This design comes from an exercise in tuning for small area on the open sky130 flow, not from production work. RTL that was checked went through simulation tests only; none was proved equivalent to the original. The clock port is modelled as an ideal driver; clocking choices that lean on that would not hold on a real chip. Power is estimated from default activity; no workload was simulated.

Setup of amber:
Design flappy_core, start of the top module:
module flappy_core(
	input clk,
	input resetn,
	input go,
	input stop,
	input jump,
	input [1:0] sw,
	output [7:0] x,
	output [6:0] y,
	output [2:0] colour,
	output [7:0] HEX0,
	output [7:0] HEX1,
	output [7:0] HEX2,
	output [7:0] HEX3,
	output [14:0] LEDR
	);
	localparam S_READY = 2'd0, S_READY_WAIT = 2'd1, S_MOVE = 2'd2, S_STOP = 2'd3;
	reg [1:0] cur;
	reg lose;
	wire start = (cur == S_READY);
	always @(posedge clk) begin
		if (!resetn)
			cur <= S_READY;
		else case (cur)
			S_READY: cur <= go ? S_READY_WAIT : S_READY;
			S_READY_WAIT: cur <= S_MOVE;
			S_MOVE: cur <= stop ? S_STOP : (lose ? S_READY : S_MOVE);
			default: cur <= S_READY;
		endcase
	end
	localparam [10:0] TICK_STATE = 11'd1427;
	reg [10:0] timer;
	wire tick = (timer == TICK_STATE);
	wire [10:0] timer_load =
		(sw == 2'b00) ? 11'd1930 :    
		(sw == 2'b01) ? 11'd1946 :    
		(sw == 2'b10) ? 11'd1422 :    
		                11'd926;      
	reg [1:0] count2;
	reg [6:0] height;
	reg going_up;
	reg [3:0] start_falling;
	reg bird_vis;           
	reg p_neg;
	reg [3:0] p_a, p_b;
	reg [3:0] d0, d1, d2, d3;
	reg d4;                 
	wire shift = (count2 == 2'd0);
	localparam [16*8-1:0] OBST = {
		8'd0, 8'd0, 8'd0,
		8'd64 + 8'd10, 8'd64 + 8'd35, 8'd64 + 8'd25, 8'd64 + 8'd45,
		8'd64 + 8'd30, 8'd64 + 8'd20, 8'd64 + 8'd40, 8'd64 + 8'd35,
		8'd0, 8'd0, 8'd0, 8'd0, 8'd0};
	localparam [16*8-1:0] YHI = {
		8'd0, 8'd0, 8'd0,
		8'd75, 8'd50, 8'd60, 8'd40, 8'd55, 8'd65, 8'd45, 8'd50,
		8'd0, 8'd0, 8'd0, 8'd0, 8'd0};
	localparam [16*8-1:0] YLO = {
		8'd0, 8'd0, 8'd0,
		8'd51, 8'd26, 8'd36, 8'd16, 8'd31, 8'd41, 8'd21, 8'd26,
		8'd0, 8'd0, 8'd0, 8'd0, 8'd0};
	localparam [16*8-1:0] HHI = {
		8'd0, 8'd0, 8'd0,
		8'd34, 8'd59, 8'd49, 8'd69, 8'd54, 8'd44, 8'd64, 8'd59,
		8'd0, 8'd0, 8'd0, 8'd0, 8'd0};
	wire [7:0] p_obst = OBST[{p_a, 3'b000} +: 8];
	wire [7:0] p_hhi = HHI[{p_a, 3'b000} +: 8];
  ...
Size: roughly 72 I/O pins.
clock: 20.0 ns
lec_check: 0
abc_area: 1
cap_margin: 20
core_margin: 2
core_utilization: 70
place_density: 0.8
slew_margin: 20
standard.sh (not shown) runs the stock make flow with config.mk's settings and CLKGATE_MAP_FILE= SYNTH_SCRIPT=/design/flow/synth_recipe.tcl, a recipe that flattens the netlist after the stock synthesis.
==> flow/flow/run.sh <==
#!/bin/bash
# The standard layout, with two synthesis/placement choices changed:
#  - no half/full adder cells (ADDER_MAP_FILE empty): abc maps the arithmetic,
#  - the port buffers are sky130_fd_sc_hd__buf_1.
# The registers are the standard synthesis's (same script, same names).
set -euo pipefail
bash standard.sh ADDER_MAP_FILE= "BUFFER_PORTS_ARGS=-buffer_cell sky130_fd_sc_hd__buf_1" "CTS_ARGS=-sink_clustering_enable -repair_clock_nets -dont_use_dummy_load" finish > standard_flow.log 2>&1
[inputs] maple vs amber
-- flow/flow/run.sh --
<<< amber, line 7
bash standard.sh ADDER_MAP_FILE= "BUFFER_PORTS_ARGS=-buffer_cell sky130_fd_sc_hd__buf_1" "CTS_ARGS=-sink_clustering_enable -repair_clock_nets -dont_use_dummy_load" finish > standard_flow.log 2>&1
>>> maple, line 7
bash standard.sh ADDER_MAP_FILE= "BUFFER_PORTS_ARGS=-buffer_cell sky130_fd_sc_hd__buf_1" "CTS_ARGS=-sink_clustering_enable -repair_clock_nets -dont_use_dummy_load -buf_list sky130_fd_sc_hd__clkbuf_4 -root_buf sky130_fd_sc_hd__clkbuf_8 -sink_clustering_size 10 -sink_clustering_max_diameter 40" finish > standard_flow.log 2>&1
Notes after the runs:
Comparing maple with amber, the sink count of the clock tree came out essentially unchanged.
Setup skew after layout came out exactly the same in amber and maple.
maple was carried through to the last stage, and its layout satisfied the timing, design-rule and antenna checks.
Reported for amber and maple, worst hold slack after final layout turned out identical to the last digit.
amber → maple: sum of negative setup slack flat; time the final worst path needs with I/O delays and setup flat; final worst slack flat.
Comparing maple against amber, there is no change at all in power.
From maple to amber, initial core utilization did not move at all.
Compared maple against amber; global-route usage within noise.
amber → maple: routed wire length essentially unchanged, core area essentially unchanged.
Inputs modified between maple and juniper:
==> flow/flow/run.sh <==
#!/bin/bash
# The standard layout, with two synthesis/placement choices changed:
#  - no half/full adder cells (ADDER_MAP_FILE empty): abc maps the arithmetic,
#  - the port buffers are sky130_fd_sc_hd__buf_1.
# The registers are the standard synthesis's (same script, same names).
set -euo pipefail
bash standard.sh ADDER_MAP_FILE= "BUFFER_PORTS_ARGS=-buffer_cell sky130_fd_sc_hd__buf_1" finish > standard_flow.log 2>&1
[summary]
When juniper is set beside maple, its global-route met1 utilization turns out to be 0.21 points smaller.
Sequential share of layout area: juniper lower than maple
maple → juniper: reported leakage power up about 1.4%, setup slack of the critical path after layout closely matched the old numbers.
Transition time of the tightest slew-check pin delta for juniper relative to maple: 0.019 ns lower
Post-route cell area went up slightly going from maple to juniper.
Compared with maple, juniper instantiates a larger number of cells.
[juniper vs maple] proportion of power drawn by the clock network: higher in juniper
Function was not checked in any run of this note: the RTL went through the layout flow alone.

---

== build 28 ==
Another version of the RTL of flappy_core (not shown whole).
For scale: ~560 cells after synthesis, ~78 flip-flops.
Settings: LEC_CHECK=0, CAP_MARGIN=20, CORE_MARGIN=2, CORE_UTILIZATION=85, PLACE_DENSITY=0.9, SLEW_MARGIN=20; clock period 20.0 ns.
==> flow/flow/run.sh <==
#!/bin/bash
# The standard layout (standard.sh), with these changes:
#  - synthesis: ORFS's synth.tcl run through the standard flow's own synth_recipe.tcl, with
#    only the abc call changed to use flow/abc.script (area-oriented mapping),
#    and no half/full adder cells (ADDER_MAP_FILE empty), so abc maps the
#    arithmetic too. Everything before abc (and so every register, its name
#    and its cell) is the standard synthesis's.
#  - the port buffers are sky130_fd_sc_hd__buf_1,
#  - the constant outputs share one tie cell (SKIP_REPAIR_TIE_FANOUT),
#  - the clock tree is built from clkbuf_4, without dummy loads; leaves with
#    slow clock pins are upsized afterwards (flow/post_cts.tcl).
# Each tool's log is under orfs/logs/; make's output goes to standard_flow.log.
set -euo pipefail
WORK=$(pwd)
FLOWDIR=$WORK/flow
sed "s#log_cmd abc {\*}\$abc_args#log_cmd abc -script $FLOWDIR/abc.script {*}[lrange \$abc_args 2 end]#" \
  "$FLOW_HOME/scripts/synth.tcl" > "$WORK/own_synth.tcl"
grep -q "abc -script $FLOWDIR/abc.script" "$WORK/own_synth.tcl"
sed "s#source \$::env(SCRIPTS_DIR)/synth.tcl#source $WORK/own_synth.tcl#" "$WORK/synth_recipe.tcl" > "$WORK/own_synth_recipe.tcl"
grep -q "source $WORK/own_synth.tcl" "$WORK/own_synth_recipe.tcl"
bash standard.sh SYNTH_SCRIPT="$WORK/own_synth_recipe.tcl" ADDER_MAP_FILE= \
  "BUFFER_PORTS_ARGS=-buffer_cell sky130_fd_sc_hd__buf_1" \
  SKIP_REPAIR_TIE_FANOUT=1 \
  "CTS_ARGS=-sink_clustering_enable -repair_clock_nets -dont_use_dummy_load -buf_list sky130_fd_sc_hd__clkbuf_4 -root_buf sky130_fd_sc_hd__clkbuf_4 -tree_buf sky130_fd_sc_hd__clkbuf_4" \
  POST_CTS_TCL="$FLOWDIR/post_cts.tcl" \
  finish > standard_flow.log 2>&1
==> flow/flow/abc.script <==
strash
&get -n
&deepsyn -T 60
&put
dch
amap
mfs2
strash
dch
amap
mfs2
strash
dch
amap
mfs2
strash
dch
amap
mfs2
strash
dch
amap
topo
==> flow/flow/post_cts.tcl <==
set_propagated_clock [all_clocks]
estimate_parasitics -placement
set resized 0
foreach inst [get_cells clkbuf_*] {
  if { [get_property $inst ref_name] ne "sky130_fd_sc_hd__clkbuf_4" } { continue }
  set net [get_nets -of_objects [get_pins [get_full_name $inst]/X]]
  set worst 0
  foreach p [get_pins -of_objects $net -filter "direction==input"] {
    if { [get_property $p name] ne "CLK" } { continue }
    foreach k {slew_max_rise slew_max_fall} {
      set s [get_property $p $k]
      if { $s > $worst } { set worst $s }
    }
  }
  if { $worst > 0.105 } {
    puts "post_cts: [get_full_name $inst] clock pin slew $worst ns, clkbuf_4 -> clkbuf_8"
    replace_cell $inst sky130_fd_sc_hd__clkbuf_8
    incr resized
  }
}
if { $resized > 0 } {
  detailed_placement
  check_placement -verbose
}
Build 28 did not finish; a tool error ended it in 3_1_place_gp_skip_io.
#### Input delta (build 93 over build 28)
# build 28
export LEC_CHECK = 0
export CAP_MARGIN = 20
export CORE_MARGIN = 2
export CORE_UTILIZATION = 85
export PLACE_DENSITY = 0.9
export SLEW_MARGIN = 20
create_clock -name core_clock -period 20.0 [get_ports {clk}]
# build 93
export LEC_CHECK = 0
export CAP_MARGIN = 20
export CORE_MARGIN = 2
export CORE_UTILIZATION = 78
export PLACE_DENSITY = 0.9
export SLEW_MARGIN = 20
create_clock -name core_clock -period 20.0 [get_ports {clk}]
Results
The final reports for build 93 and build 28 show width of the chip higher in the former. Area share of and/or/nand/nor cells after synthesis of build 93 is on par with build 28. Relative to build 28, initial standard-cell utilization of the core has decreased by 7.1 points in build 93. From build 28 to build 93, fraction of registers with async set or reset after synthesis did not move at all. Build 93 has vertical die dimension above what build 28 had. FAIL build 28 @ 3_1_place_gp_skip_io: tool exited with error. Build 93 reached the final stage; the timing, design-rule and antenna checks on its layout passed. Between build 93 and build 28, the synthesized area figures differ only marginally.
Input changes introduced in build 67 (baseline for comparison: build 93):
# build 93
export LEC_CHECK = 0
export CAP_MARGIN = 20
export CORE_MARGIN = 2
export CORE_UTILIZATION = 78
export PLACE_DENSITY = 0.9
export SLEW_MARGIN = 20
create_clock -name core_clock -period 20.0 [get_ports {clk}]
# build 67
export LEC_CHECK = 0
export CAP_MARGIN = 20
export CORE_MARGIN = 2
export CORE_UTILIZATION = 70
export PLACE_DENSITY = 0.8
export SLEW_MARGIN = 20
create_clock -name core_clock -period 20.0 [get_ports {clk}]
Notes after the runs:
- Comparing build 67 and build 93, data arrival time of the worst path is lower on build 93.
- Cmp build 67 vs build 93: clock power share lower in build 67
- Time the worst path needs with I/O delays and setup is higher on build 67
- Summary of build 67 over build 93: total instance count after detailed placement held; fraction of standard cell area in multi-input logic shows no meaningful change.
- Cmp build 67 and build 93 / worst reg2reg path depth / lower: build 67
- The transition time at the pin with the least slew margin of build 67 falls short of that of build 93 by 0.022 ns.
- Core utilization (lower): build 67
- Build 67 vs build 93: maximum vdd drop up
- [compare] base=build 93 new=build 67: share of power burned in combinational logic picked up an extra 0.2 points, via count lost 151.
For build 76, these inputs were changed with respect to build 67:
==> flow/flow/abc.script <==
strash
&get -n
&deepsyn -T 60
&put
dch
amap
mfs2
strash
dch
amap
mfs2
strash
dch
amap
topo
==> flow/flow/post_cts.tcl <==
set_propagated_clock [all_clocks]
estimate_parasitics -placement
set resized 0
foreach inst [get_cells clkbuf_*] {
  if { [get_property $inst ref_name] ne "sky130_fd_sc_hd__clkbuf_4" } { continue }
  set net [get_nets -of_objects [get_pins [get_full_name $inst]/X]]
  set worst 0
  foreach p [get_pins -of_objects $net -filter "direction==input"] {
    foreach k {slew_max_rise slew_max_fall} {
      set s [get_property $p $k]
      if { $s > $worst } { set worst $s }
    }
  }
  if { $worst > 0.100 } {
    puts "post_cts: [get_full_name $inst] sink slew $worst ns, clkbuf_4 -> clkbuf_8"
    replace_cell $inst sky130_fd_sc_hd__clkbuf_8
    incr resized
  }
}
if { $resized > 0 } {
  detailed_placement
  check_placement -verbose
}
Results
Final worst slack in build 76 is 0.39 ns above build 67.
Compared with build 67, build 76 shows a lower power drawn by the clock network.
Comparing clock period minus final worst setup slack for build 67 and build 76, the smaller number came from build 76.
Build 76 vs build 67: switching power as a share of total power down in build 76
As far as non-clock buffer count goes, build 67 and build 76 are indistinguishable; the numbers are identical.
From build 67 to build 76 the numbers moved as follows: via count rose by about 2.4%, combinational cell fraction of total power dropped 0.2 points.
Compared with build 67, in build 76 multi-input combinational cell count climbed 3, core utilization went up 0.49 points, cell count of the worst reg-to-reg path went down 3.
Build 76 vs. build 67: actual transition at the worst max-transition pin went up by 0.17 ns.
A dominant combinational cell family by area after synthesis of compound AO/OA/AOI/OAI gates is what build 67 shows, while simple AND/OR/NAND/NOR gates belongs to build 76.

-- separate check: timing with driven ports --
The results above use ideal ports. As a check the final layouts listed here were re-extracted and re-timed, cells and wires unchanged. Step 1, drivers: a clkbuf_16 drives clk and a buf_2 each remaining input, both assumed. Step 2 moves the port delays by t, midway between the first and last clock arrival at a register: inputs arrive t later, outputs are due t later. That takes back most of the time a late clock gives input paths. Slacks: ideal / step 1 / step 2; pairs: ideal / step 1.
| run | t, ns | slack for setup (ns) | latest minus earliest clock arrival (ns) | pins driven straight from the clock port |
|---|---|---|---|---|
| amber | 0.380 | 14.401 / 14.367 / 14.268 | 0.030 / 0.030 | 1 |
| maple | 0.380 | 14.401 / 14.367 / 14.268 | 0.030 / 0.030 | 1 |
| juniper | 0.388 | 14.402 / 14.370 / 14.231 | 0.019 / 0.018 | 1 |
| build 93 | 0.459 | 13.664 / 13.637 / 13.247 | 0.033 / 0.033 | 1 |
| build 67 | 0.438 | 13.554 / 13.525 / 13.185 | 0.023 / 0.022 | 1 |
| build 76 | 0.367 | 13.946 / 13.926 / 13.589 | 0.021 / 0.021 | 1 |
After both steps every run listed still meets setup and hold. The setup slack of build 93, which loses most, moves by -0.027 ns with the drivers and by -0.417 ns with both steps.
